What follows belongs to an exercise in optimizing a design on an open flow for small area, a short achievable clock period and few clock cycles per item; a production flow would make more cautious choices. Only simulation tests tie the RTL to the original design; equivalence was not proved. No activity file was given, so power comes from the tool's default toggle rates.

==> flow/design.v (outline; a module is shown in full before it is edited, if it fits) <==
// module binary_adder: 5 lines
// module adder_subtracter: 27 lines
// module mux2: 6 lines
// module sb16: 36 lines
// module ROM1: 15 lines
// module ROM2: 24 lines
// module mask_d: 45 lines
// module ACC: 133 lines
// module top_ALU: 32 lines
// module addressb: 54 lines
// module fau: 354 lines
// module inversion_rom: 21 lines
// module inversion_new: 153 lines
// module instruction_decoder: 71 lines
// module scalarconv_tnaf: 570 lines
// module scalarconv_top: 42 lines
// module processor: 96 lines
// module program_rom: 92 lines
// module ecsm_fsm: 222 lines
// module ecsm_processor: 25 lines
module ecsm_processor(clk, rst, en_ecsm, done_ecsm, addr, doutb, dina, wea);
  // ...
==> flow/run.sh <==
#!/bin/bash
# synth_recipe.tcl (not shown) runs the flow's synth.tcl, then flattens the netlist and writes it again
# the make line also repeats each setting of config.mk as NAME=value (left out here)
make -C /OpenROAD-flow-scripts/flow DESIGN_CONFIG=/design/flow/config.mk WORK_HOME=/design/flow/orfs CLKGATE_MAP_FILE= SYNTH_SCRIPT=/design/flow/synth_recipe.tcl finish
==> flow/config.mk <==
export PLATFORM = sky130hd
export DESIGN_NAME = ecsm_processor
export DESIGN_NICKNAME = ecsm_processor
export VERILOG_FILES = /design/flow/design.v
export SDC_FILE = /design/flow/constraint.sdc
export NUM_CORES = 4
export LEC_CHECK = 0
export ABC_AREA = 1
export CAP_MARGIN = 20
export CORE_MARGIN = 2
export CORE_UTILIZATION = 40
export SETUP_SLACK_MARGIN = 5
export SLEW_MARGIN = 20
==> flow/constraint.sdc <==
create_clock -name core_clock -period 10.0 [get_ports {clk}]
set_input_delay 2.0000 -clock core_clock [delete_from_list [all_inputs] [get_ports {clk}]]
set_output_delay 2.0000 -clock core_clock [all_outputs]
set_load 0.01 [all_outputs]
==> impl_metrics.env, run 1 <==
export IMPL_layout_setup_ws_ns=5.17
export IMPL_grt_overflow=0
export IMPL_viasPerCell=5.59
export IMPL_tightest_slew_ns=1.09
export IMPL_synth_simple_area_share=0.298
export IMPL_die_h_um=293
export IMPL_synth_compound_area_frac=0.171
export IMPL_layout_nonclk_buf_frac=0.0305
export IMPL_fin_crit_sh=0.483
export IMPL_comb_power_share=0.294
export IMPL_diodes=0
export IMPL_drt_met1_wl_um=55800
export IMPL_dr_max_layer_used="met5"
export IMPL_swShare=0.368
export IMPL_synth_distinct_cells=71
export IMPL_multi_input_area_share=0.572
export IMPL_clk_pin_slew_ns=0.07
export IMPL_via_count=35185
export IMPL_power_mw=5.52
export IMPL_synthMostInstantiatedCell="nand2_1"
export IMPL_clockBufferCount=71
export IMPL_grt_max_degree=46
export IMPL_synth_top_family_by_area="simple AND/OR/NAND/NOR gates"
export IMPL_synth_adder_area_share=0.0403
export IMPL_outcome="timing/DRC/antenna clean"
export IMPL_die_w_um=293
Testbench counts, summed over its fixed seeds: cycles 8,340,720, items 12.
==> run 2, diff against run 1 <==
==> flow/flow/run.sh (new file) <==
#!/bin/bash
set -euo pipefail
sed -e 's/SETUP_SLACK_MARGIN=5/SETUP_SLACK_MARGIN=6 BUFFER_PORTS_ARGS="-buffer_cell sky130_fd_sc_hd__buf_4"/' standard.sh > standard_mod.sh
grep -q 'SETUP_SLACK_MARGIN=6' standard_mod.sh
bash standard_mod.sh > standard.log 2>&1
==> flow/standard.sh (new file) <==
#!/bin/bash
# synth_recipe.tcl (not shown) runs the flow's synth.tcl, then flattens the netlist and writes it again
# the make line also repeats each setting of config.mk as NAME=value (left out here)
make -C /OpenROAD-flow-scripts/flow DESIGN_CONFIG=/design/flow/config.mk WORK_HOME=/design/flow/orfs CLKGATE_MAP_FILE= SYNTH_SCRIPT=/design/flow/synth_recipe.tcl "${@:-finish}"
removed: flow/run.sh
==> run 2 against run 1 <==
Net effect:
- clock skew grew 0.0026 ns
- sequential power about the same
- cell area grew 5.7%
- sequential share of layout area fell by 1.3 points
- utilization rose by 2.5 points
- routed wire length up 1.2%
- clock-buffer cell count down 1
- synthesized cell count did not move
- setup slack gained 0.58 ns
- hold slack worse by 0.0032 ns
- total power is 0.25% higher
- register-to-register slack improved by 0.58 ns
==> impl_metrics.env, run 2 <==
export IMPL_cts_tree="yes"
export IMPL_antenna_found_initial=2
export IMPL_p_switching_mw=2.07
export IMPL_yosysTopAreaCell="dfxtp_1"
export IMPL_track_usage=0.282
export IMPL_p_seq_frac=0.340
export IMPL_die_w_um=293
export IMPL_cp_data_required_time_ns=10.50
export IMPL_async_flop_share=0
export IMPL_hold_violations=0
export IMPL_dp_cells=6146
export IMPL_max_stage_delay_ns=0.37
export IMPL_yosys_register_bits=420
export IMPL_ioPinCount=45
export IMPL_finalMaxSlewViolations=0
export IMPL_yosysSeqAreaShare=0.273
export IMPL_synth_area_leaders="dfxtp_1 21%, nand2_1 14%, inv_1 7.0%, edfxtp_1 6.5%, nor2_1 6.5%"
export IMPL_fillCellCount=8518
export IMPL_detail_route_antenna_nets=0
export IMPL_max_cap_viol_count=0
export IMPL_die_h_um=293
export IMPL_clk_pin_slew_ns=0.07
export IMPL_syn_area_per_cell_um2=6.46
export IMPL_rsz0062_at_grt="true"
export IMPL_peakVddDrop_uv=134
export IMPL_clock_latency_ns=0.63
export IMPL_end_kind="flip-flop"
export IMPL_synth_fp_nets=5312
export IMPL_cts_buffers=52
export IMPL_row_count=106
export IMPL_gp_congestion=1.05
export IMPL_synth_edf_count=73
export IMPL_routedWlPerCell_um=19.7
export IMPL_cts_path_max_buffers=3
export IMPL_clock_sinks=420
export IMPL_yosys_top_cells_count="1,227 x nand2_1, 623 x inv_1, 581 x nor2_1"
export IMPL_fp_dieArea_um2=86100
export IMPL_ys_flop_type="dfxtp_1"
export IMPL_viasPerCell=5.57
export IMPL_p_int_mw=3.46
export IMPL_comb_power_share=0.300
export IMPL_drtIter0Drc=4048
export IMPL_power_density_nw_per_um2=141
export IMPL_syn_instance_count=5188
export IMPL_critPathArrivalTime_ns=4.75
export IMPL_grt_max_degree=46
export IMPL_cp_slowest_cell="dfxtp_4"
export IMPL_hpwlAfterDp_um=89800
export IMPL_critPathMaxFanout=6
export IMPL_stdcell_count=6395
export IMPL_clockRootBuffer="clkbuf_16"
export IMPL_netlist_area_um2=33500
export IMPL_max_freq_mhz=235
export IMPL_layout_common_cells="1,175 x nand2_1, 595 x inv_1, 506 x nor2_1, 343 x o21ai_0, 331 x dfxtp_1"
export IMPL_fin_crit_sh=0.425
export IMPL_drive_gt1_frac=0.131
export IMPL_yosysTopAreaCellShare=0.207
export IMPL_layout_nets=5395
export IMPL_grt_overflow=0
export IMPL_port_buffers=44
export IMPL_outcome="timing/DRC/antenna clean"
export IMPL_relSlewSlack=0.301
export IMPL_hold_ws_ns=0.415
export IMPL_tightest_slew_ns=1.05
export IMPL_start_kind="flip-flop"
export IMPL_finalCriticalPeriod_ns=4.25
export IMPL_regArea_um2=9190
export IMPL_via_count=35602
export IMPL_syn_to_final_growth_pct=17.5
export IMPL_grt_pass1_vias=32499
export IMPL_drc=0
export IMPL_firstDrtPassIters=6
export IMPL_path_class="reg2reg"
export IMPL_worstHoldPathType="reg2reg"
export IMPL_initial_core_util=0.402
export IMPL_multiInputGateArea_um2=22400
export IMPL_leakage_nw=16.8
export IMPL_setup_viol=0
export IMPL_wirelength_um=126000
export IMPL_final_common_cell="nand2_1"
export IMPL_h_tree_depth=2
export IMPL_diodes=0
export IMPL_grt_first_pass_wirelength_um=192000
export IMPL_swShare=0.374
export IMPL_synthMostInstantiatedCell="nand2_1"
export IMPL_coreArea_um2=83300
export IMPL_synth_distinct_cells=71
export IMPL_skew_ns=0.0346
export IMPL_setup_tns_final_ns=0
export IMPL_cts_hold_buf=0
export IMPL_yosysWarnings=15
export IMPL_clock_power_share=0.360
-- run 2: cell counts after synthesis --
No cell type changed its count.
-- run 2: power groups by stage --
stage / Sequential (mW) / Clock, mW / Combinational, mW
final: 1.88 / 1.99 / 1.66
after global routing: 1.89 / 2.10 / 1.81
after CTS: 1.88 / 2.03 / 1.57
after detailed placement: 1.92 / 0 / 1.54
after global placement: 1.92 / 0 / 1.57
after floorplan: 1.88 / 0 / 1.10
-- run 2: kinds of logic (layout without fill, tap and decap cells) --
group,Yosys count,after routing,synth area share
buffers and inverters,857,983,0.0977
AOI/OAI and AO/OA,973,973,0.171
adders and majority gates,105,105,0.0403
and+or+nand+nor,2374,2375,0.298
DFF,420,420,0.273
muxes,2,2,0.000597
xor gates and xnor gates,457,457,0.120
-- run 2: what timing repair did --
item	4_1_cts	5_1_grt
endpoints found under the hold margin	0	0
pin swaps	90	85
setup buffers	102	42
resized for setup	274	171
cloned	4	3
setup endpoints to repair	108	62
-- run 2: final timing paths --
kind                                                        startpoint                                           endpoint  slack, ns  depth (start not counted)
worst max-delay path             i_processor.SC.SC.state[5]$_SDFF_PP0_                   i_processor.address_r[7]$_DFF_P_       5.75                         33
worst min-delay path            i_processor.SC.SC.mask_d_en$_SDFF_PP0_  i_processor.ALU.AL.mskd.mask_d_en_delayed$_DFF_P_       0.41                          0
worst max register to register   i_processor.SC.SC.state[5]$_SDFF_PP0_                   i_processor.address_r[7]$_DFF_P_       5.75                         33
worst min register to register  i_processor.SC.SC.mask_d_en$_SDFF_PP0_  i_processor.ALU.AL.mskd.mask_d_en_delayed$_DFF_P_       0.41                          0
-- run 2: metrics by stage --
step / setup slack [ns] / cell area (µm²) / total power, mW / utilization
2_1_floorplan: 5.97 / 33500 / 2.98 / -
3_5_place_dp: 4.82 / 34700 / 3.46 / 0.416
4_1_cts: 5.87 / 38300 / 5.48 / 0.460
5_1_grt: 5.45 / 39400 / 5.80 / 0.473
6_report: 5.75 / 39400 / 5.54 / 0.473
3_3_place_gp: 4.88 / 34700 / 3.49 / 0.416
-- run 2: routing by layer --
layer	GRT usage	share of wire	up-vias
li1	-	-	17130
met1	0.404	0.45	16452
met2	0.435	0.43	1690
met3	0.0367	0.084	330
met4	0.0964	0.040	0
met5	0	0	-
-- run 2: cell type report --
class | count | area share
Tap cell | 1080 | 0.0343
Multi-Input combinational cell | 3912 | 0.569
Clock inverter | 28 | 0.00747
Inverter | 654 | 0.0642
Timing Repair Buffer | 231 | 0.0527
Clock buffer | 70 | 0.0387
Sequential cell | 420 | 0.233
-- run 2: critical path, delay by kind of cell, from the launching register on --
kind            cells  cell delay, ns
buf+inv             9            1.04
fa+ha+maj           1            0.32
simple gates       18            1.87
compound gates      5            0.50
flops               1            0.37
==> module addressb, before the edit <==
module addressb(clk, rst, RdOffset, WtOffset, SCOffset, suspend,
					ROMBaseSel, BaseSel, OffsetSel, Baseen, address_carryin, 
					address, RdBase1, RdBase2, BasePointer, RdBase1_n, RdBase2_n);
input clk;
input rst;			 
input [4:0] RdOffset;
input [5:0] WtOffset;
input [4:0] SCOffset;
input suspend;
input [3:0] ROMBaseSel;
input [2:0] BaseSel;
input OffsetSel;
input [1:0] Baseen;
input address_carryin;		 
output [7:0] address;
output reg [7:0] RdBase1, RdBase2;
output [7:0] BasePointer;
output [7:0] RdBase1_n, RdBase2_n;	 
assign RdBase1_n = (Baseen==2'd1) ? BasePointer : RdBase1;
assign RdBase2_n = (Baseen==2'd2) ? BasePointer : RdBase2;
wire [7:0] BaseAddress;
wire [5:0] Offset;
ROM2 BASEPOINTER(ROMBaseSel, BasePointer);
always @(posedge clk)
begin
	if(rst)
		RdBase1 <= 8'd0;
	else if(Baseen==2'd1)
		RdBase1 <= BasePointer;
	else 	
		RdBase1 <= RdBase1;
end
always @(posedge clk)
begin
	if(rst)
		RdBase2 <= 8'd0;
	else if(Baseen==2'd2)
		RdBase2 <= BasePointer;
	else 	
		RdBase2 <= RdBase2;
end
assign BaseAddress = (BaseSel==3'd0) ? RdBase1
                    :(BaseSel==3'd1) ? RdBase2
                    :(BaseSel==3'd2) ? 8'd234
						  :(BaseSel==3'd3) ? BasePointer
                    :(BaseSel==3'd4) ? 8'd243
						  :(BaseSel==3'd5) ? 8'd63
						  :(BaseSel==3'd6) ? 8'd72
						  : 8'd81;						  
assign Offset = (suspend==1'b0) ? {1'b0,SCOffset} 
					:(OffsetSel) ? WtOffset 
					: {1'b0,RdOffset};						  
assign address = BaseAddress + Offset + address_carryin; 
endmodule
==> module processor, before the edit <==
module 	processor(clk, rst, instruction_ready, instruction, op0, op1, op2,
			address, doutb, dina, wea, length_even, done_SC, Tbit_pair, flag_adjustment, instruction_executed,
			state_SC, fuse, op3);
input clk, rst;
input instruction_ready;
input [2:0] instruction;
input [3:0] op0, op1, op2;
output [7:0] address;
input [15:0] doutb;
output [15:0] dina;
output wea;
output length_even, done_SC;
output [1:0] Tbit_pair, flag_adjustment;
output instruction_executed;
output [5:0] state_SC;
input fuse;		 
input [3:0] op3;
wire [5:0] state_SC;
wire [8:0] length_counter;
wire [15:0] CL, R2, R1;
wire [2:0] state_inv;
wire [7:0] inv_rom_dout;
wire [7:0] count;
wire done_primitive, done_inversion;
wire [8:0] control_group3, control_group3_ins, control_group3_inv;
wire [3:0] BasePtSel;
wire [1:0] Base_en, mode;
wire en_primitive, en_invert, suspend;
wire [4:0] SCOffset;
wire [2:0] BaseSel_SC;
wire [8:0] control_group1, control_group1_SC;
wire [13:0] control_group2, control_group2_SC;
wire b0_one, b1_zero, M4_out0;
wire [1:0] Tbit_pair, flag_adjustment;
wire wea_SC, address_carryin;
wire Tbit_no_sign, rst_d_carry, LSB_store;
wire [7:0] address_SC, RdBase1, RdBase2, BasePointer, RdBase1_n, RdBase2_n;
wire suspend_n, Tbit_no_sign_n, address_carryin_n;
wire [2:0] BaseSel_n;
wire [4:0] SCOffset_n;
wire [7:0] op0_base, op3_base;
reg suspend_r;
reg [7:0] address_SC_r;
wire [15:0] dina_ALU;
wire [7:0] address_F, address_F_n;
wire [15:0] dina_F;
wire wea_F, wea_F_n, wea_SC_n;
reg [7:0] address_r;
reg wea_r;
instruction_decoder  INS_DEC(clk, rst, instruction_ready, Tbit_ready,
				  instruction, op0, op1, op2, done_primitive, done_inversion,
				  control_group3_ins, en_invert, suspend,
				  instruction_executed, suspend_n);
always @(posedge clk)
	suspend_r <= rst | suspend_n;
scalarconv_top	 SC(clk, rst, suspend_r, Tbit_no_sign, b0_one, b1_zero, M4_out0, flag_adjustment,
	  	 rst_d_carry, control_group1_SC, control_group2_SC, wea_SC, address_carryin, BaseSel_SC, SCOffset,
		 length_even, Tbit_ready, done_SC,
		 state_SC, length_counter, Tbit_no_sign_n, BaseSel_n, SCOffset_n, address_carryin_n, wea_SC_n);
inversion_new	IN(clk, ~en_invert, done_primitive,
				control_group3_inv, done_inversion,
				state_inv, inv_rom_dout, count);
fau		FU(clk, rst | ~en_primitive, mode, RdBase1, RdBase2, BasePointer,
		   doutb, address_F, dina_F, wea_F, done_primitive, address_F_n, wea_F_n, op3_base, fuse);
top_ALU			ALU(clk, rst, rst_d_carry, control_group1, control_group2, mode, 1'b1, 1'b0, 3'd0,
			    LSB_store, Tbit_no_sign, doutb, dina_ALU, b0_one, b1_zero, Tbit_pair, M4_out0, flag_adjustment,
       			    CL, R2, R1, Tbit_no_sign_n);
addressb		ADDR(clk, rst, 5'd0, 6'd0, SCOffset, suspend_r,
			     BasePtSel, (suspend_r==1'b0) ? BaseSel_SC : 3'd0, 1'b0, Base_en, address_carryin, address_SC,
			     RdBase1, RdBase2, BasePointer, RdBase1_n, RdBase2_n);
ROM2 OP0BASE(op0, op0_base);
ROM2 OP3BASE(op3, op3_base);
wire [7:0] base_SC_n = (BaseSel_n==3'd0) ? RdBase1_n
                      :(BaseSel_n==3'd1) ? RdBase2_n
                      :(BaseSel_n==3'd2) ? 8'd234
                      :(BaseSel_n==3'd3) ? op0_base
                      :(BaseSel_n==3'd4) ? 8'd243
                      :(BaseSel_n==3'd5) ? 8'd63
                      :(BaseSel_n==3'd6) ? 8'd72
                      : 8'd81;
wire [7:0] address_SC_n = base_SC_n + {3'b000, SCOffset_n} + address_carryin_n;
always @(posedge clk)
	address_SC_r <= address_SC_n;
wire suspend_nx = rst | suspend_n;
always @(posedge clk) begin
	address_r <= suspend_nx ? address_F_n : address_SC_n;
	wea_r <= suspend_nx ? wea_F_n : wea_SC_n;
end
assign control_group1 = (suspend_r==1'b0) ? control_group1_SC : 9'b001110010;
assign control_group2 = control_group2_SC;
assign control_group3 = (en_invert) ? control_group3_inv : control_group3_ins;
assign {BasePtSel, Base_en, mode, en_primitive} = control_group3;
assign address = address_r;
assign dina = (suspend_r==1'b0) ? dina_ALU : dina_F;
assign wea = wea_r;
endmodule
==> module program_rom, before the edit <==
module program_rom(prog_addr, inst, addr_opa, addr_opb, addr_res, fuse, addr_opc);
input  [6:0] prog_addr;
output [2:0] inst;
output [3:0] addr_opa, addr_opb, addr_res;
output fuse;
output [3:0] addr_opc;
reg [19:0] word;
always @*
begin
  case(prog_addr)
    7'd0: word = {1'b0, 4'd0, 3'b111, 4'd3, 4'd0, 4'd1};  
    7'd1: word = {1'b0, 4'd0, 3'b011, 4'd6, 4'd10, 4'd0};  
    7'd2: word = {1'b0, 4'd0, 3'b011, 4'd8, 4'd11, 4'd0};  
    7'd3: word = {1'b0, 4'd0, 3'b001, 4'd6, 4'd10, 4'd6};  
    7'd4: word = {1'b0, 4'd0, 3'b100, 4'd7, 4'd6, 4'd0};  
    7'd5: word = {1'b0, 4'd0, 3'b001, 4'd1, 4'd11, 4'd8};  
    7'd6: word = {1'b0, 4'd0, 3'b010, 4'd9, 4'd1, 4'd7};  
    7'd7: word = {1'b0, 4'd0, 3'b011, 4'd1, 4'd9, 4'd0};  
    7'd8: word = {1'b0, 4'd0, 3'b001, 4'd1, 4'd1, 4'd9};  
    7'd9: word = {1'b0, 4'd0, 3'b001, 4'd6, 4'd6, 4'd1};  
    7'd10: word = {1'b0, 4'd0, 3'b001, 4'd1, 4'd6, 4'd10};  
    7'd11: word = {1'b0, 4'd0, 3'b010, 4'd8, 4'd9, 4'd1};  
    7'd12: word = {1'b0, 4'd0, 3'b001, 4'd8, 4'd8, 4'd6};  
    7'd13: word = {1'b0, 4'd0, 3'b001, 4'd8, 4'd8, 4'd11};  
    7'd14: word = {1'b0, 4'd0, 3'b010, 4'd7, 4'd7, 4'd10};  
    7'd15: word = {1'b0, 4'd0, 3'b001, 4'd9, 4'd9, 4'd7};  
    7'd16: word = {1'b0, 4'd0, 3'b011, 4'd1, 4'd7, 4'd0};  
    7'd17: word = {1'b0, 4'd0, 3'b001, 4'd7, 4'd7, 4'd1};  
    7'd18: word = {1'b0, 4'd0, 3'b001, 4'd7, 4'd7, 4'd6};  
    7'd19: word = {1'b0, 4'd0, 3'b001, 4'd1, 4'd7, 4'd10};  
    7'd20: word = {1'b0, 4'd0, 3'b010, 4'd9, 4'd9, 4'd1};  
    7'd21: word = {1'b0, 4'd0, 3'b001, 4'd9, 4'd9, 4'd7};  
    7'd22: word = {1'b0, 4'd0, 3'b001, 4'd9, 4'd9, 4'd11};  
    7'd23: word = {1'b0, 4'd0, 3'b001, 4'd9, 4'd9, 4'd10};  
    7'd24: word = {1'b0, 4'd0, 3'b001, 4'd11, 4'd10, 4'd11};  
    7'd25: word = {1'b0, 4'd0, 3'b001, 4'd1, 4'd10, 4'd11};  
    7'd26: word = {1'b0, 4'd0, 3'b010, 4'd10, 4'd10, 4'd12};  
    7'd27: word = {1'b0, 4'd0, 3'b011, 4'd1, 4'd12, 4'd0};  
    7'd28: word = {1'b0, 4'd0, 3'b010, 4'd11, 4'd11, 4'd1};  
    7'd29: word = {1'b0, 4'd0, 3'b011, 4'd1, 4'd11, 4'd0};  
    7'd30: word = {1'b0, 4'd0, 3'b011, 4'd11, 4'd1, 4'd0};  
    7'd31: word = {1'b0, 4'd0, 3'b011, 4'd1, 4'd10, 4'd0};  
    7'd32: word = {1'b0, 4'd0, 3'b011, 4'd10, 4'd1, 4'd0};  
    7'd33: word = {1'b0, 4'd0, 3'b011, 4'd1, 4'd12, 4'd0};  
    7'd34: word = {1'b0, 4'd0, 3'b011, 4'd12, 4'd1, 4'd0};  
    7'd35: word = {1'b0, 4'd0, 3'b101, 4'd3, 4'd6, 4'd0};  
    7'd36: word = {1'b0, 4'd0, 3'b101, 4'd4, 4'd8, 4'd0};  
    7'd37: word = {1'b0, 4'd0, 3'b001, 4'd5, 4'd6, 4'd8};  
    7'd38: word = {1'b0, 4'd0, 3'b101, 4'd3, 4'd7, 4'd0};  
    7'd39: word = {1'b0, 4'd0, 3'b101, 4'd4, 4'd9, 4'd0};  
    7'd40: word = {1'b0, 4'd0, 3'b001, 4'd5, 4'd7, 4'd9};  
    7'd41: word = {1'b0, 4'd0, 3'b101, 4'd3, 4'd6, 4'd0};  
    7'd42: word = {1'b0, 4'd0, 3'b101, 4'd5, 4'd8, 4'd0};  
    7'd43: word = {1'b0, 4'd0, 3'b001, 4'd4, 4'd6, 4'd8};  
    7'd44: word = {1'b0, 4'd0, 3'b101, 4'd3, 4'd7, 4'd0};  
    7'd45: word = {1'b0, 4'd0, 3'b101, 4'd5, 4'd9, 4'd0};  
    7'd46: word = {1'b0, 4'd0, 3'b001, 4'd4, 4'd7, 4'd9};  
    7'd47: word = {1'b0, 4'd0, 3'b011, 4'd1, 4'd12, 4'd0};  
    7'd48: word = {1'b1, 4'd11, 3'b010, 4'd1, 4'd1, 4'd4};  
    7'd49: word = {1'b1, 4'd10, 3'b010, 4'd2, 4'd12, 4'd3};  
    7'd50: word = {1'b1, 4'd1, 3'b011, 4'd10, 4'd2, 4'd0};  
    7'd51: word = {1'b0, 4'd0, 3'b010, 4'd2, 4'd2, 4'd12};  
    7'd52: word = {1'b0, 4'd0, 3'b010, 4'd10, 4'd10, 4'd2};  
    7'd53: word = {1'b0, 4'd0, 3'b010, 4'd11, 4'd1, 4'd2};  
    7'd54: word = {1'b1, 4'd10, 3'b011, 4'd10, 4'd1, 4'd0};  
    7'd55: word = {1'b0, 4'd0, 3'b011, 4'd12, 4'd2, 4'd0};  
    7'd56: word = {1'b1, 4'd10, 3'b010, 4'd2, 4'd3, 4'd12};  
    7'd57: word = {1'b0, 4'd0, 3'b001, 4'd11, 4'd11, 4'd12};  
    7'd58: word = {1'b0, 4'd0, 3'b010, 4'd11, 4'd11, 4'd2};  
    7'd59: word = {1'b0, 4'd0, 3'b011, 4'd1, 4'd12, 4'd0};  
    7'd60: word = {1'b1, 4'd11, 3'b010, 4'd11, 4'd1, 4'd5};  
    7'd61: word = {1'b0, 4'd0, 3'b101, 4'd6, 4'd12, 4'd0};  
    7'd62: word = {1'b0, 4'd0, 3'b100, 4'd7, 4'd6, 4'd0};  
    7'd63: word = {1'b0, 4'd0, 3'b010, 4'd10, 4'd10, 4'd7};  
    7'd64: word = {1'b0, 4'd0, 3'b011, 4'd7, 4'd7, 4'd0};  
    7'd65: word = {1'b0, 4'd0, 3'b010, 4'd11, 4'd11, 4'd7};  
    7'd66: word = {1'b0, 4'd0, 3'b101, 4'd10, 4'd6, 4'd0};  
    7'd67: word = {1'b0, 4'd0, 3'b101, 4'd11, 4'd8, 4'd0};  
    7'd68: word = {1'b0, 4'd0, 3'b101, 4'd10, 4'd7, 4'd0};  
    7'd69: word = {1'b0, 4'd0, 3'b101, 4'd11, 4'd9, 4'd0};  
    7'd70: word = {1'b0, 4'd0, 3'b101, 4'd1, 4'd6, 4'd0};  
    7'd71: word = {1'b0, 4'd0, 3'b101, 4'd2, 4'd8, 4'd0};  
    default: word = 20'd0;
  endcase
end
assign fuse     = word[19];
assign addr_opc = word[18:15];
assign inst     = word[14:12];
assign addr_res = word[11:8];
assign addr_opa = word[7:4];
assign addr_opb = word[3:0];
endmodule
==> module ecsm_fsm, before the edit <==
module ecsm_fsm(clk, rst, en_ecsm, en_primitive, done_primitive, done_ecsm,
                k_even, done_k, k_bits, k_end, prog_addr);
input clk, rst;
input en_ecsm;
output reg en_primitive;
input done_primitive;
output done_ecsm;
input k_even, done_k;
input [1:0] k_bits, k_end;
output [6:0] prog_addr;
localparam [6:0] PNTR_GET_K         = 7'd0;
localparam [6:0] PNTR_PRECOMP_B     = 7'd1;
localparam [6:0] PNTR_PRECOMP_E     = 7'd23;
localparam [6:0] PNTR_FLIP_R_B      = 7'd24;
localparam [6:0] PNTR_FLIP_D_B      = 7'd25;
localparam [6:0] PNTR_RANDBASE_B    = 7'd26;
localparam [6:0] PNTR_RANDBASE_E    = 7'd28;
localparam [6:0] PNTR_FROBMAP_B     = 7'd29;
localparam [6:0] PNTR_FROBMAP_E     = 7'd34;
localparam [6:0] PNTR_ADDINIT_P_B   = 7'd35;
localparam [6:0] PNTR_ADDINIT_P_E   = 7'd37;
localparam [6:0] PNTR_ADDINIT_M_B   = 7'd38;
localparam [6:0] PNTR_ADDINIT_M_E   = 7'd40;
localparam [6:0] PNTR_SUBINIT_P_B   = 7'd41;
localparam [6:0] PNTR_SUBINIT_P_E   = 7'd43;
localparam [6:0] PNTR_SUBINIT_M_B   = 7'd44;
localparam [6:0] PNTR_SUBINIT_M_E   = 7'd46;
localparam [6:0] PNTR_ADDSUB_B      = 7'd47;
localparam [6:0] PNTR_ADDSUB_E      = 7'd60;
localparam [6:0] PNTR_AFFINE_B      = 7'd61;
localparam [6:0] PNTR_AFFINE_E      = 7'd65;
localparam [6:0] PNTR_CHGBASE_P_R_B = 7'd66;
localparam [6:0] PNTR_CHGBASE_P_R_E = 7'd67;
localparam [6:0] PNTR_CHGBASE_M_R_B = 7'd68;
localparam [6:0] PNTR_CHGBASE_M_R_E = 7'd69;
localparam [6:0] PNTR_CHGBASE_D_B   = 7'd70;
localparam [6:0] PNTR_CHGBASE_D_E   = 7'd71;
localparam [5:0] ST_IDLE = 6'd0, ST_GET_MSB_E = 6'd1,
  ST_PRECOMP_B = 6'd2, ST_PRECOMP_C = 6'd3, ST_PRECOMP_E = 6'd4,
  ST_CHGBASE_P_R_B = 6'd5, ST_CHGBASE_P_R_C = 6'd6, ST_CHGBASE_P_R_E = 6'd7,
  ST_CHGBASE_M_R_B = 6'd8, ST_CHGBASE_M_R_C = 6'd9, ST_CHGBASE_M_R_E = 6'd10,
  ST_CHGBASE_D_B = 6'd11, ST_CHGBASE_D_C = 6'd12, ST_CHGBASE_D_E = 6'd13,
  ST_FLIP_R_B = 6'd14, ST_FLIP_R_E = 6'd15,
  ST_FLIP_D_B = 6'd16, ST_FLIP_D_E = 6'd17,
  ST_RANDBASE_B = 6'd18, ST_RANDBASE_C = 6'd19, ST_RANDBASE_E = 6'd20,
  ST_GET_K_B = 6'd21, ST_GET_K_E = 6'd22,
  ST_FROB_B = 6'd23, ST_FROB_C = 6'd24, ST_FROB_E = 6'd25,
  ST_PADD_P_B = 6'd26, ST_PADD_P_C = 6'd27, ST_PADD_P_E = 6'd28,
  ST_PADD_M_B = 6'd29, ST_PADD_M_C = 6'd30, ST_PADD_M_E = 6'd31,
  ST_PSUB_P_B = 6'd32, ST_PSUB_P_C = 6'd33, ST_PSUB_P_E = 6'd34,
  ST_PSUB_M_B = 6'd35, ST_PSUB_M_C = 6'd36, ST_PSUB_M_E = 6'd37,
  ST_PADDSUB_B = 6'd38, ST_PADDSUB_C = 6'd39, ST_PADDSUB_E = 6'd40,
  ST_END = 6'd41,
  ST_AFFINE_B = 6'd42, ST_AFFINE_C = 6'd43, ST_AFFINE_E = 6'd44;
reg [5:0] state;
reg [6:0] cntr, cntr_value;
reg cntr_set, cntr_up;
reg final_proc;
always @(posedge clk)
begin
  if(cntr_set)
    cntr <= cntr_value;
  else if(cntr_up)
    cntr <= cntr + 1'b1;
end
always @(posedge clk)
begin
  if(rst)
    final_proc <= 1'b1;
  else if(state == ST_IDLE)
    final_proc <= 1'b0;
  else if(state == ST_END)
    final_proc <= 1'b1;
end
always @*
begin
  en_primitive = 1'b0;
  cntr_value = PNTR_GET_K;
  cntr_set = 1'b0;
  cntr_up = 1'b0;
  case(state)
    ST_IDLE:          begin cntr_value = PNTR_GET_K; cntr_set = 1'b1; end
    ST_GET_MSB_E:     en_primitive = 1'b1;
    ST_PRECOMP_B:     begin cntr_value = PNTR_PRECOMP_B; cntr_set = 1'b1; end
    ST_CHGBASE_P_R_B: begin cntr_value = PNTR_CHGBASE_P_R_B; cntr_set = 1'b1; end
    ST_CHGBASE_M_R_B: begin cntr_value = PNTR_CHGBASE_M_R_B; cntr_set = 1'b1; end
    ST_CHGBASE_D_B:   begin cntr_value = PNTR_CHGBASE_D_B; cntr_set = 1'b1; end
    ST_FLIP_R_B:      begin cntr_value = PNTR_FLIP_R_B; cntr_set = 1'b1; end
    ST_FLIP_D_B:      begin cntr_value = PNTR_FLIP_D_B; cntr_set = 1'b1; end
    ST_RANDBASE_B:    begin cntr_value = PNTR_RANDBASE_B; cntr_set = 1'b1; end
    ST_FROB_B:        begin cntr_value = PNTR_FROBMAP_B; cntr_set = 1'b1; end
    ST_GET_K_B:       begin cntr_value = PNTR_GET_K; cntr_set = 1'b1; end
    ST_PADD_P_B:      begin cntr_value = PNTR_ADDINIT_P_B; cntr_set = 1'b1; end
    ST_PADD_M_B:      begin cntr_value = PNTR_ADDINIT_M_B; cntr_set = 1'b1; end
    ST_PSUB_P_B:      begin cntr_value = PNTR_SUBINIT_P_B; cntr_set = 1'b1; end
    ST_PSUB_M_B:      begin cntr_value = PNTR_SUBINIT_M_B; cntr_set = 1'b1; end
    ST_PADDSUB_B:     begin cntr_value = PNTR_ADDSUB_B; cntr_set = 1'b1; end
    ST_AFFINE_B:      begin cntr_value = PNTR_AFFINE_B; cntr_set = 1'b1; end
    ST_PRECOMP_C, ST_CHGBASE_P_R_C, ST_CHGBASE_M_R_C, ST_CHGBASE_D_C, ST_RANDBASE_C,
    ST_FROB_C, ST_PADD_P_C, ST_PADD_M_C, ST_PSUB_P_C, ST_PSUB_M_C, ST_PADDSUB_C,
    ST_AFFINE_C:      cntr_up = 1'b1;
    ST_PRECOMP_E, ST_CHGBASE_P_R_E, ST_CHGBASE_M_R_E, ST_CHGBASE_D_E, ST_FLIP_R_E,
    ST_FLIP_D_E, ST_RANDBASE_E, ST_GET_K_E, ST_FROB_E, ST_PADD_P_E, ST_PADD_M_E,
    ST_PSUB_P_E, ST_PSUB_M_E, ST_PADDSUB_E,
    ST_AFFINE_E:      en_primitive = 1'b1;
    default: ;
  endcase
end
always @(posedge clk)
begin
  if(rst)
    state <= ST_IDLE;
  else
    case(state)
      ST_IDLE:      if(en_ecsm) state <= ST_GET_MSB_E;
      ST_GET_MSB_E: if(done_primitive) state <= ST_PRECOMP_B;
      ST_PRECOMP_B, ST_PRECOMP_C: state <= ST_PRECOMP_E;
      ST_PRECOMP_E:
        if(done_primitive) begin
          if(cntr == PNTR_PRECOMP_E) begin
            if(k_even) begin
              if(k_bits[0] ^ k_bits[1]) state <= ST_CHGBASE_M_R_B;
              else state <= ST_CHGBASE_P_R_B;
            end else
              state <= ST_CHGBASE_D_B;
          end else
            state <= ST_PRECOMP_C;
        end
      ST_CHGBASE_P_R_B, ST_CHGBASE_P_R_C: state <= ST_CHGBASE_P_R_E;
      ST_CHGBASE_P_R_E:
        if(done_primitive) begin
          if(cntr == PNTR_CHGBASE_P_R_E) state <= k_bits[0] ? ST_FLIP_D_B : ST_FLIP_R_B;
          else state <= ST_CHGBASE_P_R_C;
        end
      ST_CHGBASE_M_R_B, ST_CHGBASE_M_R_C: state <= ST_CHGBASE_M_R_E;
      ST_CHGBASE_M_R_E:
        if(done_primitive) begin
          if(cntr == PNTR_CHGBASE_M_R_E) state <= k_bits[0] ? ST_FLIP_D_B : ST_FLIP_R_B;
          else state <= ST_CHGBASE_M_R_C;
        end
      ST_CHGBASE_D_B, ST_CHGBASE_D_C: state <= ST_CHGBASE_D_E;
      ST_CHGBASE_D_E:
        if(done_primitive) begin
          if(cntr == PNTR_CHGBASE_D_E) state <= k_bits[1] ? ST_FLIP_D_B : ST_FLIP_R_B;
          else state <= ST_CHGBASE_D_C;
        end
      ST_FLIP_R_B: state <= ST_FLIP_R_E;
      ST_FLIP_R_E: if(done_primitive) state <= ST_RANDBASE_B;
      ST_FLIP_D_B: state <= ST_FLIP_D_E;
      ST_FLIP_D_E: if(done_primitive) state <= ST_RANDBASE_B;
      ST_RANDBASE_B, ST_RANDBASE_C: state <= ST_RANDBASE_E;
      ST_RANDBASE_E:
        if(done_primitive) begin
          if(cntr == PNTR_RANDBASE_E) state <= ST_FROB_B;
          else state <= ST_RANDBASE_C;
        end
      ST_GET_K_B: state <= ST_GET_K_E;
      ST_GET_K_E:
        if(done_primitive) begin
          if(k_bits[0]) state <= k_bits[1] ? ST_PADD_P_B : ST_PADD_M_B;
          else          state <= k_bits[1] ? ST_PSUB_M_B : ST_PSUB_P_B;
        end
      ST_FROB_B, ST_FROB_C: state <= ST_FROB_E;
      ST_FROB_E:
        if(done_primitive) begin
          if(cntr == PNTR_FROBMAP_E) state <= ST_GET_K_B;
          else state <= ST_FROB_C;
        end
      ST_PADD_P_B, ST_PADD_P_C: state <= ST_PADD_P_E;
      ST_PADD_P_E:
        if(done_primitive) begin
          if(cntr == PNTR_ADDINIT_P_E) state <= ST_PADDSUB_B;
          else state <= ST_PADD_P_C;
        end
      ST_PADD_M_B, ST_PADD_M_C: state <= ST_PADD_M_E;
      ST_PADD_M_E:
        if(done_primitive) begin
          if(cntr == PNTR_ADDINIT_M_E) state <= ST_PADDSUB_B;
          else state <= ST_PADD_M_C;
        end
      ST_PSUB_P_B, ST_PSUB_P_C: state <= ST_PSUB_P_E;
      ST_PSUB_P_E:
        if(done_primitive) begin
          if(cntr == PNTR_SUBINIT_P_E) state <= ST_PADDSUB_B;
          else state <= ST_PSUB_P_C;
        end
      ST_PSUB_M_B, ST_PSUB_M_C: state <= ST_PSUB_M_E;
      ST_PSUB_M_E:
        if(done_primitive) begin
          if(cntr == PNTR_SUBINIT_M_E) state <= ST_PADDSUB_B;
          else state <= ST_PSUB_M_C;
        end
      ST_PADDSUB_B, ST_PADDSUB_C: state <= ST_PADDSUB_E;
      ST_PADDSUB_E:
        if(done_primitive) begin
          if(cntr == PNTR_ADDSUB_E) state <= done_k ? ST_END : ST_FROB_B;
          else state <= ST_PADDSUB_C;
        end
      ST_END:
        if(!final_proc && k_end[1]) state <= k_end[0] ? ST_PSUB_P_B : ST_PADD_M_B;
        else state <= ST_AFFINE_B;
      ST_AFFINE_B, ST_AFFINE_C: state <= ST_AFFINE_E;
      ST_AFFINE_E:
        if(done_primitive) begin
          if(cntr == PNTR_AFFINE_E) state <= ST_IDLE;
          else state <= ST_AFFINE_C;
        end
      default: state <= ST_IDLE;
    endcase
end
reg idle_r;
always @(posedge clk)
begin
  if(rst)
    idle_r <= 1'b1;
  else
    idle_r <= (state == ST_IDLE && !en_ecsm) ||
              (state == ST_AFFINE_E && done_primitive && cntr == PNTR_AFFINE_E);
end
assign done_ecsm = idle_r;
assign prog_addr = cntr;
endmodule
==> module ecsm_processor, before the edit <==
module ecsm_processor(clk, rst, en_ecsm, done_ecsm, addr, doutb, dina, wea);
input clk, rst;
input en_ecsm;
output done_ecsm;
output [7:0] addr;
input [15:0] doutb;
output [15:0] dina;
output wea;
wire [6:0] prog_addr;
wire [2:0] inst;
wire [3:0] addr_opa, addr_opb, addr_res, addr_opc;
wire fuse;
wire en_primitive, done_primitive;
wire done_k, k_even;
wire [1:0] k_bits, k_end;
wire [5:0] state_SC;
wire proc_rst = done_ecsm;	 
ecsm_fsm i_ecsm_fsm(.clk(clk), .rst(rst), .en_ecsm(en_ecsm), .en_primitive(en_primitive),
                    .done_primitive(done_primitive), .done_ecsm(done_ecsm), .k_even(k_even),
                    .done_k(done_k), .k_bits(k_bits), .k_end(k_end), .prog_addr(prog_addr));
program_rom i_program_rom(.prog_addr(prog_addr), .inst(inst), .addr_opa(addr_opa),
                          .addr_opb(addr_opb), .addr_res(addr_res), .fuse(fuse), .addr_opc(addr_opc));
processor i_processor(clk, proc_rst, en_primitive, inst, addr_res, addr_opa, addr_opb, addr, doutb, dina, wea,
                      k_even, done_k, k_bits, k_end, done_primitive, state_SC, fuse, addr_opc);
endmodule
==> run 3, diff against run 2 <==
--- a/flow/design.v
+++ b/flow/design.v
@@ -323,7 +323,7 @@
 endmodule
 module addressb(clk, rst, RdOffset, WtOffset, SCOffset, suspend,
 					ROMBaseSel, BaseSel, OffsetSel, Baseen, address_carryin, 
-					address, RdBase1, RdBase2, BasePointer, RdBase1_n, RdBase2_n);
+					address, RdBase1, RdBase2, BasePointer, RdBase1_n, RdBase2_n, pvar);
 input clk;
 input rst;			 
 input [4:0] RdOffset;
@@ -331,6 +331,7 @@
 input [4:0] SCOffset;
 input suspend;
 input [3:0] ROMBaseSel;
+input [1:0] pvar;		 
 input [2:0] BaseSel;
 input OffsetSel;
 input [1:0] Baseen;
@@ -343,7 +344,11 @@
 assign RdBase2_n = (Baseen==2'd2) ? BasePointer : RdBase2;
 wire [7:0] BaseAddress;
 wire [5:0] Offset;
-ROM2 BASEPOINTER(ROMBaseSel, BasePointer);
+wire [3:0] RegSel = (ROMBaseSel==4'd14) ? (pvar[0] ? 4'd7 : 4'd6)
+                   :(ROMBaseSel==4'd15) ? (pvar[1] ? (pvar[0] ? 4'd4 : 4'd3) : (pvar[0] ? 4'd9 : 4'd8))
+                   :(ROMBaseSel==4'd13) ? (pvar[1] ? (pvar[0] ? 4'd9 : 4'd8) : (pvar[0] ? 4'd4 : 4'd3))
+                   : ROMBaseSel;
+ROM2 BASEPOINTER(RegSel, BasePointer);
 always @(posedge clk)
 begin
 	if(rst)
@@ -1588,7 +1593,7 @@
 endmodule
 module 	processor(clk, rst, instruction_ready, instruction, op0, op1, op2,
 			address, doutb, dina, wea, length_even, done_SC, Tbit_pair, flag_adjustment, instruction_executed,
-			state_SC, fuse, op3);
+			state_SC, fuse, op3, pvar);
 input clk, rst;
 input instruction_ready;
 input [2:0] instruction;
@@ -1603,6 +1608,7 @@
 output [5:0] state_SC;
 input fuse;		 
 input [3:0] op3;
+input [1:0] pvar;	 
 wire [5:0] state_SC;
 wire [8:0] length_counter;
 wire [15:0] CL, R2, R1;
@@ -1655,7 +1661,7 @@
        			    CL, R2, R1, Tbit_no_sign_n);
 addressb		ADDR(clk, rst, 5'd0, 6'd0, SCOffset, suspend_r,
 			     BasePtSel, (suspend_r==1'b0) ? BaseSel_SC : 3'd0, 1'b0, Base_en, address_carryin, address_SC,
-			     RdBase1, RdBase2, BasePointer, RdBase1_n, RdBase2_n);
+			     RdBase1, RdBase2, BasePointer, RdBase1_n, RdBase2_n, pvar);
 ROM2 OP0BASE(op0, op0_base);
 ROM2 OP3BASE(op3, op3_base);
 wire [7:0] base_SC_n = (BaseSel_n==3'd0) ? RdBase1_n
@@ -1716,54 +1722,44 @@
     7'd21: word = {1'b0, 4'd0, 3'b001, 4'd9, 4'd9, 4'd7};  
     7'd22: word = {1'b0, 4'd0, 3'b001, 4'd9, 4'd9, 4'd11};  
     7'd23: word = {1'b0, 4'd0, 3'b001, 4'd9, 4'd9, 4'd10};  
-    7'd24: word = {1'b0, 4'd0, 3'b001, 4'd11, 4'd10, 4'd11};  
-    7'd25: word = {1'b0, 4'd0, 3'b001, 4'd1, 4'd10, 4'd11};  
-    7'd26: word = {1'b0, 4'd0, 3'b010, 4'd10, 4'd10, 4'd12};  
-    7'd27: word = {1'b0, 4'd0, 3'b011, 4'd1, 4'd12, 4'd0};  
-    7'd28: word = {1'b0, 4'd0, 3'b010, 4'd11, 4'd11, 4'd1};  
-    7'd29: word = {1'b0, 4'd0, 3'b011, 4'd1, 4'd11, 4'd0};  
-    7'd30: word = {1'b0, 4'd0, 3'b011, 4'd11, 4'd1, 4'd0};  
-    7'd31: word = {1'b0, 4'd0, 3'b011, 4'd1, 4'd10, 4'd0};  
-    7'd32: word = {1'b0, 4'd0, 3'b011, 4'd10, 4'd1, 4'd0};  
-    7'd33: word = {1'b0, 4'd0, 3'b011, 4'd1, 4'd12, 4'd0};  
-    7'd34: word = {1'b0, 4'd0, 3'b011, 4'd12, 4'd1, 4'd0};  
-    7'd35: word = {1'b0, 4'd0, 3'b101, 4'd3, 4'd6, 4'd0};  
-    7'd36: word = {1'b0, 4'd0, 3'b101, 4'd4, 4'd8, 4'd0};  
-    7'd37: word = {1'b0, 4'd0, 3'b001, 4'd5, 4'd6, 4'd8};  
-    7'd38: word = {1'b0, 4'd0, 3'b101, 4'd3, 4'd7, 4'd0};  
-    7'd39: word = {1'b0, 4'd0, 3'b101, 4'd4, 4'd9, 4'd0};  
-    7'd40: word = {1'b0, 4'd0, 3'b001, 4'd5, 4'd7, 4'd9};  
-    7'd41: word = {1'b0, 4'd0, 3'b101, 4'd3, 4'd6, 4'd0};  
-    7'd42: word = {1'b0, 4'd0, 3'b101, 4'd5, 4'd8, 4'd0};  
-    7'd43: word = {1'b0, 4'd0, 3'b001, 4'd4, 4'd6, 4'd8};  
-    7'd44: word = {1'b0, 4'd0, 3'b101, 4'd3, 4'd7, 4'd0};  
-    7'd45: word = {1'b0, 4'd0, 3'b101, 4'd5, 4'd9, 4'd0};  
-    7'd46: word = {1'b0, 4'd0, 3'b001, 4'd4, 4'd7, 4'd9};  
-    7'd47: word = {1'b0, 4'd0, 3'b011, 4'd1, 4'd12, 4'd0};  
-    7'd48: word = {1'b1, 4'd11, 3'b010, 4'd1, 4'd1, 4'd4};  
-    7'd49: word = {1'b1, 4'd10, 3'b010, 4'd2, 4'd12, 4'd3};  
-    7'd50: word = {1'b1, 4'd1, 3'b011, 4'd10, 4'd2, 4'd0};  
-    7'd51: word = {1'b0, 4'd0, 3'b010, 4'd2, 4'd2, 4'd12};  
-    7'd52: word = {1'b0, 4'd0, 3'b010, 4'd10, 4'd10, 4'd2};  
-    7'd53: word = {1'b0, 4'd0, 3'b010, 4'd11, 4'd1, 4'd2};  
-    7'd54: word = {1'b1, 4'd10, 3'b011, 4'd10, 4'd1, 4'd0};  
-    7'd55: word = {1'b0, 4'd0, 3'b011, 4'd12, 4'd2, 4'd0};  
-    7'd56: word = {1'b1, 4'd10, 3'b010, 4'd2, 4'd3, 4'd12};  
-    7'd57: word = {1'b0, 4'd0, 3'b001, 4'd11, 4'd11, 4'd12};  
-    7'd58: word = {1'b0, 4'd0, 3'b010, 4'd11, 4'd11, 4'd2};  
-    7'd59: word = {1'b0, 4'd0, 3'b011, 4'd1, 4'd12, 4'd0};  
-    7'd60: word = {1'b1, 4'd11, 3'b010, 4'd11, 4'd1, 4'd5};  
-    7'd61: word = {1'b0, 4'd0, 3'b101, 4'd6, 4'd12, 4'd0};  
-    7'd62: word = {1'b0, 4'd0, 3'b100, 4'd7, 4'd6, 4'd0};  
-    7'd63: word = {1'b0, 4'd0, 3'b010, 4'd10, 4'd10, 4'd7};  
-    7'd64: word = {1'b0, 4'd0, 3'b011, 4'd7, 4'd7, 4'd0};  
-    7'd65: word = {1'b0, 4'd0, 3'b010, 4'd11, 4'd11, 4'd7};  
-    7'd66: word = {1'b0, 4'd0, 3'b101, 4'd10, 4'd6, 4'd0};  
-    7'd67: word = {1'b0, 4'd0, 3'b101, 4'd11, 4'd8, 4'd0};  
-    7'd68: word = {1'b0, 4'd0, 3'b101, 4'd10, 4'd7, 4'd0};  
-    7'd69: word = {1'b0, 4'd0, 3'b101, 4'd11, 4'd9, 4'd0};  
-    7'd70: word = {1'b0, 4'd0, 3'b101, 4'd1, 4'd6, 4'd0};  
-    7'd71: word = {1'b0, 4'd0, 3'b101, 4'd2, 4'd8, 4'd0};  
+    7'd24: word = {1'b0, 4'd0, 3'b001, 4'd3, 4'd6, 4'd8};  
+    7'd25: word = {1'b0, 4'd0, 3'b001, 4'd4, 4'd7, 4'd9};  
+    7'd26: word = {1'b0, 4'd0, 3'b001, 4'd11, 4'd10, 4'd11};  
+    7'd27: word = {1'b0, 4'd0, 3'b001, 4'd1, 4'd10, 4'd11};  
+    7'd28: word = {1'b0, 4'd0, 3'b010, 4'd10, 4'd10, 4'd12};  
+    7'd29: word = {1'b0, 4'd0, 3'b011, 4'd1, 4'd12, 4'd0};  
+    7'd30: word = {1'b0, 4'd0, 3'b010, 4'd11, 4'd11, 4'd1};  
+    7'd31: word = {1'b0, 4'd0, 3'b011, 4'd1, 4'd11, 4'd0};  
+    7'd32: word = {1'b0, 4'd0, 3'b011, 4'd11, 4'd1, 4'd0};  
+    7'd33: word = {1'b0, 4'd0, 3'b011, 4'd1, 4'd10, 4'd0};  
+    7'd34: word = {1'b0, 4'd0, 3'b011, 4'd10, 4'd1, 4'd0};  
+    7'd35: word = {1'b0, 4'd0, 3'b011, 4'd1, 4'd12, 4'd0};  
+    7'd36: word = {1'b0, 4'd0, 3'b011, 4'd12, 4'd1, 4'd0};  
+    7'd37: word = {1'b0, 4'd0, 3'b011, 4'd1, 4'd12, 4'd0};  
+    7'd38: word = {1'b1, 4'd11, 3'b010, 4'd1, 4'd1, 4'd15};  
+    7'd39: word = {1'b1, 4'd10, 3'b010, 4'd2, 4'd12, 4'd14};  
+    7'd40: word = {1'b1, 4'd1, 3'b011, 4'd10, 4'd2, 4'd0};  
+    7'd41: word = {1'b0, 4'd0, 3'b010, 4'd2, 4'd2, 4'd12};  
+    7'd42: word = {1'b0, 4'd0, 3'b010, 4'd10, 4'd10, 4'd2};  
+    7'd43: word = {1'b0, 4'd0, 3'b010, 4'd11, 4'd1, 4'd2};  
+    7'd44: word = {1'b1, 4'd10, 3'b011, 4'd10, 4'd1, 4'd0};  
+    7'd45: word = {1'b0, 4'd0, 3'b011, 4'd12, 4'd2, 4'd0};  
+    7'd46: word = {1'b1, 4'd10, 3'b010, 4'd2, 4'd14, 4'd12};  
+    7'd47: word = {1'b0, 4'd0, 3'b001, 4'd11, 4'd11, 4'd12};  
+    7'd48: word = {1'b0, 4'd0, 3'b010, 4'd11, 4'd11, 4'd2};  
+    7'd49: word = {1'b0, 4'd0, 3'b011, 4'd1, 4'd12, 4'd0};  
+    7'd50: word = {1'b1, 4'd11, 3'b010, 4'd11, 4'd1, 4'd13};  
+    7'd51: word = {1'b0, 4'd0, 3'b101, 4'd6, 4'd12, 4'd0};  
+    7'd52: word = {1'b0, 4'd0, 3'b100, 4'd7, 4'd6, 4'd0};  
+    7'd53: word = {1'b0, 4'd0, 3'b010, 4'd10, 4'd10, 4'd7};  
+    7'd54: word = {1'b0, 4'd0, 3'b011, 4'd7, 4'd7, 4'd0};  
+    7'd55: word = {1'b0, 4'd0, 3'b010, 4'd11, 4'd11, 4'd7};  
+    7'd56: word = {1'b0, 4'd0, 3'b101, 4'd10, 4'd6, 4'd0};  
+    7'd57: word = {1'b0, 4'd0, 3'b101, 4'd11, 4'd8, 4'd0};  
+    7'd58: word = {1'b0, 4'd0, 3'b101, 4'd10, 4'd7, 4'd0};  
+    7'd59: word = {1'b0, 4'd0, 3'b101, 4'd11, 4'd9, 4'd0};  
+    7'd60: word = {1'b0, 4'd0, 3'b101, 4'd1, 4'd6, 4'd0};  
+    7'd61: word = {1'b0, 4'd0, 3'b101, 4'd2, 4'd8, 4'd0};  
     default: word = 20'd0;
   endcase
 end
@@ -1775,7 +1771,7 @@
 assign addr_opb = word[3:0];
 endmodule
 module ecsm_fsm(clk, rst, en_ecsm, en_primitive, done_primitive, done_ecsm,
-                k_even, done_k, k_bits, k_end, prog_addr);
+                k_even, done_k, k_bits, k_end, prog_addr, pvar);
 input clk, rst;
 input en_ecsm;
 output reg en_primitive;
@@ -1784,15 +1780,16 @@
 input k_even, done_k;
 input [1:0] k_bits, k_end;
 output [6:0] prog_addr;
+output reg [1:0] pvar;
 localparam [6:0] PNTR_GET_K         = 7'd0;
 localparam [6:0] PNTR_PRECOMP_B     = 7'd1;
-localparam [6:0] PNTR_PRECOMP_E     = 7'd23;
-localparam [6:0] PNTR_FLIP_R_B      = 7'd24;
-localparam [6:0] PNTR_FLIP_D_B      = 7'd25;
-localparam [6:0] PNTR_RANDBASE_B    = 7'd26;
-localparam [6:0] PNTR_RANDBASE_E    = 7'd28;
-localparam [6:0] PNTR_FROBMAP_B     = 7'd29;
-localparam [6:0] PNTR_FROBMAP_E     = 7'd34;
+localparam [6:0] PNTR_PRECOMP_E     = 7'd25;
+localparam [6:0] PNTR_FLIP_R_B      = 7'd26;
+localparam [6:0] PNTR_FLIP_D_B      = 7'd27;
+localparam [6:0] PNTR_RANDBASE_B    = 7'd28;
+localparam [6:0] PNTR_RANDBASE_E    = 7'd30;
+localparam [6:0] PNTR_FROBMAP_B     = 7'd31;
+localparam [6:0] PNTR_FROBMAP_E     = 7'd36;
 localparam [6:0] PNTR_ADDINIT_P_B   = 7'd35;
 localparam [6:0] PNTR_ADDINIT_P_E   = 7'd37;
 localparam [6:0] PNTR_ADDINIT_M_B   = 7'd38;
@@ -1801,16 +1798,16 @@
 localparam [6:0] PNTR_SUBINIT_P_E   = 7'd43;
 localparam [6:0] PNTR_SUBINIT_M_B   = 7'd44;
 localparam [6:0] PNTR_SUBINIT_M_E   = 7'd46;
-localparam [6:0] PNTR_ADDSUB_B      = 7'd47;
-localparam [6:0] PNTR_ADDSUB_E      = 7'd60;
-localparam [6:0] PNTR_AFFINE_B      = 7'd61;
-localparam [6:0] PNTR_AFFINE_E      = 7'd65;
-localparam [6:0] PNTR_CHGBASE_P_R_B = 7'd66;
-localparam [6:0] PNTR_CHGBASE_P_R_E = 7'd67;
-localparam [6:0] PNTR_CHGBASE_M_R_B = 7'd68;
-localparam [6:0] PNTR_CHGBASE_M_R_E = 7'd69;
-localparam [6:0] PNTR_CHGBASE_D_B   = 7'd70;
-localparam [6:0] PNTR_CHGBASE_D_E   = 7'd71;
+localparam [6:0] PNTR_ADDSUB_B      = 7'd37;
+localparam [6:0] PNTR_ADDSUB_E      = 7'd50;
+localparam [6:0] PNTR_AFFINE_B      = 7'd51;
+localparam [6:0] PNTR_AFFINE_E      = 7'd55;
+localparam [6:0] PNTR_CHGBASE_P_R_B = 7'd56;
+localparam [6:0] PNTR_CHGBASE_P_R_E = 7'd57;
+localparam [6:0] PNTR_CHGBASE_M_R_B = 7'd58;
+localparam [6:0] PNTR_CHGBASE_M_R_E = 7'd59;
+localparam [6:0] PNTR_CHGBASE_D_B   = 7'd60;
+localparam [6:0] PNTR_CHGBASE_D_E   = 7'd61;
 localparam [5:0] ST_IDLE = 6'd0, ST_GET_MSB_E = 6'd1,
   ST_PRECOMP_B = 6'd2, ST_PRECOMP_C = 6'd3, ST_PRECOMP_E = 6'd4,
   ST_CHGBASE_P_R_B = 6'd5, ST_CHGBASE_P_R_C = 6'd6, ST_CHGBASE_P_R_E = 6'd7,
@@ -1884,9 +1881,10 @@
 end
 always @(posedge clk)
 begin
-  if(rst)
+  if(rst) begin
     state <= ST_IDLE;
-  else
+    pvar <= 2'd0;
+  end else
     case(state)
       ST_IDLE:      if(en_ecsm) state <= ST_GET_MSB_E;
       ST_GET_MSB_E: if(done_primitive) state <= ST_PRECOMP_B;
@@ -1933,8 +1931,8 @@
       ST_GET_K_B: state <= ST_GET_K_E;
       ST_GET_K_E:
         if(done_primitive) begin
-          if(k_bits[0]) state <= k_bits[1] ? ST_PADD_P_B : ST_PADD_M_B;
-          else          state <= k_bits[1] ? ST_PSUB_M_B : ST_PSUB_P_B;
+          state <= ST_PADDSUB_B;
+          pvar <= {~k_bits[0], k_bits[0] ^ k_bits[1]};
         end
       ST_FROB_B, ST_FROB_C: state <= ST_FROB_E;
       ST_FROB_E:
@@ -1973,7 +1971,10 @@
           else state <= ST_PADDSUB_C;
         end
       ST_END:
-        if(!final_proc && k_end[1]) state <= k_end[0] ? ST_PSUB_P_B : ST_PADD_M_B;
+        if(!final_proc && k_end[1]) begin
+          state <= ST_PADDSUB_B;
+          pvar <= k_end[0] ? 2'd2 : 2'd1;
+        end
         else state <= ST_AFFINE_B;
       ST_AFFINE_B, ST_AFFINE_C: state <= ST_AFFINE_E;
       ST_AFFINE_E:
@@ -2008,6 +2009,7 @@
 wire [2:0] inst;
 wire [3:0] addr_opa, addr_opb, addr_res, addr_opc;
 wire fuse;
+wire [1:0] pvar;
 wire en_primitive, done_primitive;
 wire done_k, k_even;
 wire [1:0] k_bits, k_end;
@@ -2015,9 +2017,9 @@
 wire proc_rst = done_ecsm;	 
 ecsm_fsm i_ecsm_fsm(.clk(clk), .rst(rst), .en_ecsm(en_ecsm), .en_primitive(en_primitive),
                     .done_primitive(done_primitive), .done_ecsm(done_ecsm), .k_even(k_even),
-                    .done_k(done_k), .k_bits(k_bits), .k_end(k_end), .prog_addr(prog_addr));
+                    .done_k(done_k), .k_bits(k_bits), .k_end(k_end), .prog_addr(prog_addr), .pvar(pvar));
 program_rom i_program_rom(.prog_addr(prog_addr), .inst(inst), .addr_opa(addr_opa),
                           .addr_opb(addr_opb), .addr_res(addr_res), .fuse(fuse), .addr_opc(addr_opc));
 processor i_processor(clk, proc_rst, en_primitive, inst, addr_res, addr_opa, addr_opb, addr, doutb, dina, wea,
-                      k_even, done_k, k_bits, k_end, done_primitive, state_SC, fuse, addr_opc);
+                      k_even, done_k, k_bits, k_end, done_primitive, state_SC, fuse, addr_opc, pvar);
 endmodule
==> flow/run.sh (new file) <==
#!/bin/bash
# synth_recipe.tcl (not shown) runs the flow's synth.tcl, then flattens the netlist and writes it again
# the make line also repeats each setting of config.mk as NAME=value (left out here)
make -C /OpenROAD-flow-scripts/flow DESIGN_CONFIG=/design/flow/config.mk WORK_HOME=/design/flow/orfs CLKGATE_MAP_FILE= SYNTH_SCRIPT=/design/flow/synth_recipe.tcl finish
removed: flow/flow/run.sh
removed: flow/standard.sh
==> run 3 against run 2 <==
Net effect:
- critical path depth down 18
- register-to-register slack worse by 0.56 ns
- hold slack worse by 0.0065 ns
- sequential power up 3%
- global-route usage down 0.22 points
- fmax down 12%
- via count down 2.4%
- combinational power up 49%
- largest power group is now combinational logic
- highest routed layer unchanged
==> impl_metrics.env, run 3 <==
export IMPL_outcome="timing/DRC/antenna clean"
export IMPL_antenna_found_initial=0
export IMPL_diodes=0
export IMPL_cts_tree="yes"
export IMPL_design_area_um2=37300
export IMPL_viasPerCell=5.54
export IMPL_grt_overflow=0
export IMPL_synth_adder_area_share=0.0419
export IMPL_grt_pass1_vias=32206
export IMPL_placed_cell_area_um2=34900
export IMPL_muxShareOfSynthArea=0.00120
export IMPL_gp_congestion=1.01
export IMPL_max_freq_mhz=208
export IMPL_setup_tns_final_ns=0
export IMPL_grt_first_pass_wirelength_um=189000
export IMPL_track_usage=0.280
export IMPL_yosysWarnings=15
export IMPL_fin_crit_sh=0.481
export IMPL_detail_route_antenna_nets=0
export IMPL_critPathMaxFanout=14
export IMPL_final_common_cell="nand2_1"
export IMPL_grt_max_degree=78
export IMPL_synth_simple_area_share=0.301
export IMPL_synthMostInstantiatedCell="nand2_1"
export IMPL_routedWlPerCell_um=19.7
export IMPL_hpwlAfterDp_um=90500
export IMPL_finalCriticalPeriod_ns=4.81
export IMPL_syn_area_per_cell_um2=6.48
export IMPL_clock_power_share=0.309
export IMPL_drc=0
export IMPL_initial_core_util=0.402
export IMPL_wirelength_um=124000
export IMPL_power_mw=6.38
export IMPL_hold_ws_ns=0.408
export IMPL_fp_dieArea_um2=85900
export IMPL_stdcell_count=6276
export IMPL_setup_viol=0
export IMPL_swShare=0.411
export IMPL_layout_nets=5281
export IMPL_yosys_top_cells_count="1,247 x nand2_1, 590 x nor2_1, 584 x inv_1"
export IMPL_skew_ns=0.0384
export IMPL_end_kind="flip-flop"
export IMPL_syn_to_final_growth_pct=11.4
export IMPL_clockRootBuffer="clkbuf_16"
export IMPL_peakVddDrop_uv=245
export IMPL_leakage_nw=15.9
export IMPL_p_seq_frac=0.304
export IMPL_hold_violations=0
export IMPL_synth_xor_area_share=0.127
export IMPL_clk_pin_slew_ns=0.06
export IMPL_row_count=106
export IMPL_coreArea_um2=83200
export IMPL_clock_latency_ns=0.63
export IMPL_synth_compound_area_frac=0.162
export IMPL_die_w_um=293
export IMPL_drtIter0Drc=3648
export IMPL_syn_instance_count=5162
export IMPL_dp_cells=6149
export IMPL_synth_edf_count=73
export IMPL_yosysTopAreaCell="dfxtp_1"
export IMPL_ys_flop_type="dfxtp_1"
export IMPL_yosys_register_bits=421
export IMPL_h_tree_depth=2
export IMPL_rsz0062_at_grt="true"
export IMPL_layout_common_cells="1,235 x nand2_1, 579 x inv_1, 564 x nor2_1, 341 x dfxtp_1, 333 x o21ai_0"
export IMPL_die_h_um=293
export IMPL_synth_fp_nets=5290
export IMPL_relSlewSlack=0.256
export IMPL_firstDrtPassIters=6
export IMPL_drive_gt1_frac=0.0702
export IMPL_via_count=34738
export IMPL_critPathArrivalTime_ns=5.37
export IMPL_cts_path_max_buffers=3
export IMPL_tightest_slew_ns=1.11
export IMPL_power_density_nw_per_um2=171
export IMPL_yosysSeqAreaShare=0.274
export IMPL_cp_data_required_time_ns=10.56
export IMPL_finalMaxSlewViolations=0
export IMPL_cts_buffers=53
export IMPL_cts_hold_buf=0
export IMPL_yosysTopAreaCellShare=0.208
export IMPL_synth_top_family_by_area="simple AND/OR/NAND/NOR gates"
export IMPL_port_buffers=44
export IMPL_worstHoldPathType="reg2reg"
export IMPL_start_kind="flip-flop"
export IMPL_synth_distinct_cells=69
export IMPL_p_switching_mw=2.62
export IMPL_p_int_mw=3.76
export IMPL_path_class="reg2reg"
export IMPL_ioPinCount=45
export IMPL_max_cap_viol_count=0
export IMPL_netlist_area_um2=33400
export IMPL_synth_area_leaders="dfxtp_1 21%, nand2_1 14%, nor2_1 6.6%, edfxtp_1 6.6%, inv_1 6.6%"
export IMPL_comb_power_share=0.387
export IMPL_async_flop_share=0
export IMPL_clock_sinks=421
## run 3: cell count changes after synthesis, sizes merged, moves of 14 or more
cell   before   now
o21ai     385   351
inv       644   611
nand2    1242  1264
o22ai      47    32
xnor2     222   236
## run 3: power groups by stage
stage / registers, mW / clock network [mW] / logic (mW)
finish: 1.94 / 1.97 / 2.47
global route: 1.95 / 2.08 / 2.75
CTS: 1.94 / 2.01 / 2.38
detailed placement: 1.98 / 0 / 2.37
global placement: 1.98 / 0 / 2.39
floorplan: 1.94 / 0 / 1.71
## run 3: through the flow
| step | worst slack, ns | util |
|---|---|---|
| CTS | 5.00 | 0.442 |
| detailed placement | 4.57 | 0.420 |
| finish | 5.19 | 0.448 |
| global placement | 4.66 | 0.420 |
| global route | 4.90 | 0.448 |
| floorplan | 5.75 | - |
## run 3: final cells by class
cell class              instances  area (µm²)
fillers                      8758       45900
multi-input cells            3922       21500
flip-flops and latches        421        9180
inverters                     622        2360
clock buffers                  79        1620
well taps                    1080        1350
repair buffers                132        1110
clock inverters                19         170
repair inverters                1        5.00
## run 3: what timing repair did
action / CTS / global route
gates cloned: 0 / 2
hold endpoints to repair: 0 / 0
pin swaps: 0 / 7
gates resized for setup: 10 / 82
setup buffers: 0 / 27
endpoints found under the setup margin: 4 / 9
## run 3: per-layer routing
layer | vias to the layer above | wire [µm] | track usage
met5 | - | 0 | 0
met4 | 0 | 5130 | 0.112
met3 | 268 | 10700 | 0.0458
met2 | 1585 | 54000 | 0.442
met1 | 16081 | 53800 | 0.381
li1 | 16804 | - | -
## run 3: cell families (layout without fill, tap and decap cells)
kind of cell / count (synthesis) / after routing
xor gates and xnor gates: 484 / 484
adders and majority gates: 109 / 109
muxes: 4 / 4
AOI/OAI and AO/OA: 917 / 917
and+or+nand+nor: 2407 / 2408
DFF: 421 / 421
buffers and inverters: 820 / 853
## run 3: worst paths after layout
path,start,to,slack [ns],cells past startpoint
setup reg to reg,i_processor.FU.tag2[0]$_SDFF_PP0_,i_processor.FU.dina[6]$_DFF_P_,5.19,15
setup / recovery,i_processor.FU.tag2[0]$_SDFF_PP0_,i_processor.FU.dina[6]$_DFF_P_,5.19,15
hold / removal,i_processor.FU.gs1[0]$_SDFF_PP0_,i_processor.FU.gs2[0]$_SDFF_PP0_,0.41,2
hold reg to reg,i_processor.FU.gs1[0]$_SDFF_PP0_,i_processor.FU.gs2[0]$_SDFF_PP0_,0.41,2
## run 3: worst max-delay path, cell delays in order, from the launching register on
cell,delay [ns]
dfxtp_1,0.41
nor2_1,0.15
nand2_1,0.49
inv_1,0.34
nor3_1,0.26
inv_1,0.21
a21oi_1,0.61
clkinvlp_4,0.32
nor3_1,0.19
buf_4,0.29
inv_1,0.24
o21ai_0,0.75
nor2_1,0.09
nor2_1,0.11
o21ai_0,0.12
a21oi_1,0.14
Testbench counts of run 3, summed over its fixed seeds: cycles 8,085,985, items 12.

## static timing again, ports no longer ideal
The results above use ideal ports. As a check the final layouts listed here were re-extracted and re-timed, cells and wires unchanged.
Step 1 sets driving cells, clkbuf_16 on the clock port and buf_2 on the other inputs (assumed; they add their load-dependent delay and slew).
Step 2 also shifts input and output timing later by t, the mid clock arrival at the registers, as if the neighbouring blocks saw the same clock.
a / b / c = ideal ports / drivers / drivers and shift; a / b = the first two.
| run | t, ns | setup slack, ns | slew at the worst register clock pin (ns) | worst slew at a driven data input, ns |
|---|---|---|---|---|
| run 1 | 0.694 | 5.170 / 5.170 / 4.686 | 0.07 / 0.07 | 0.06 |
| run 2 | 0.686 | 5.752 / 5.752 / 5.439 | 0.07 / 0.07 | 0.06 |
| run 3 | 0.683 | 5.188 / 5.188 / 4.757 | 0.07 / 0.07 | 0.04 |
After both steps setup and hold are still met in every run listed. The setup slack of run 1, which loses most, moves by 0.000 ns with the drivers and by -0.484 ns with both steps.
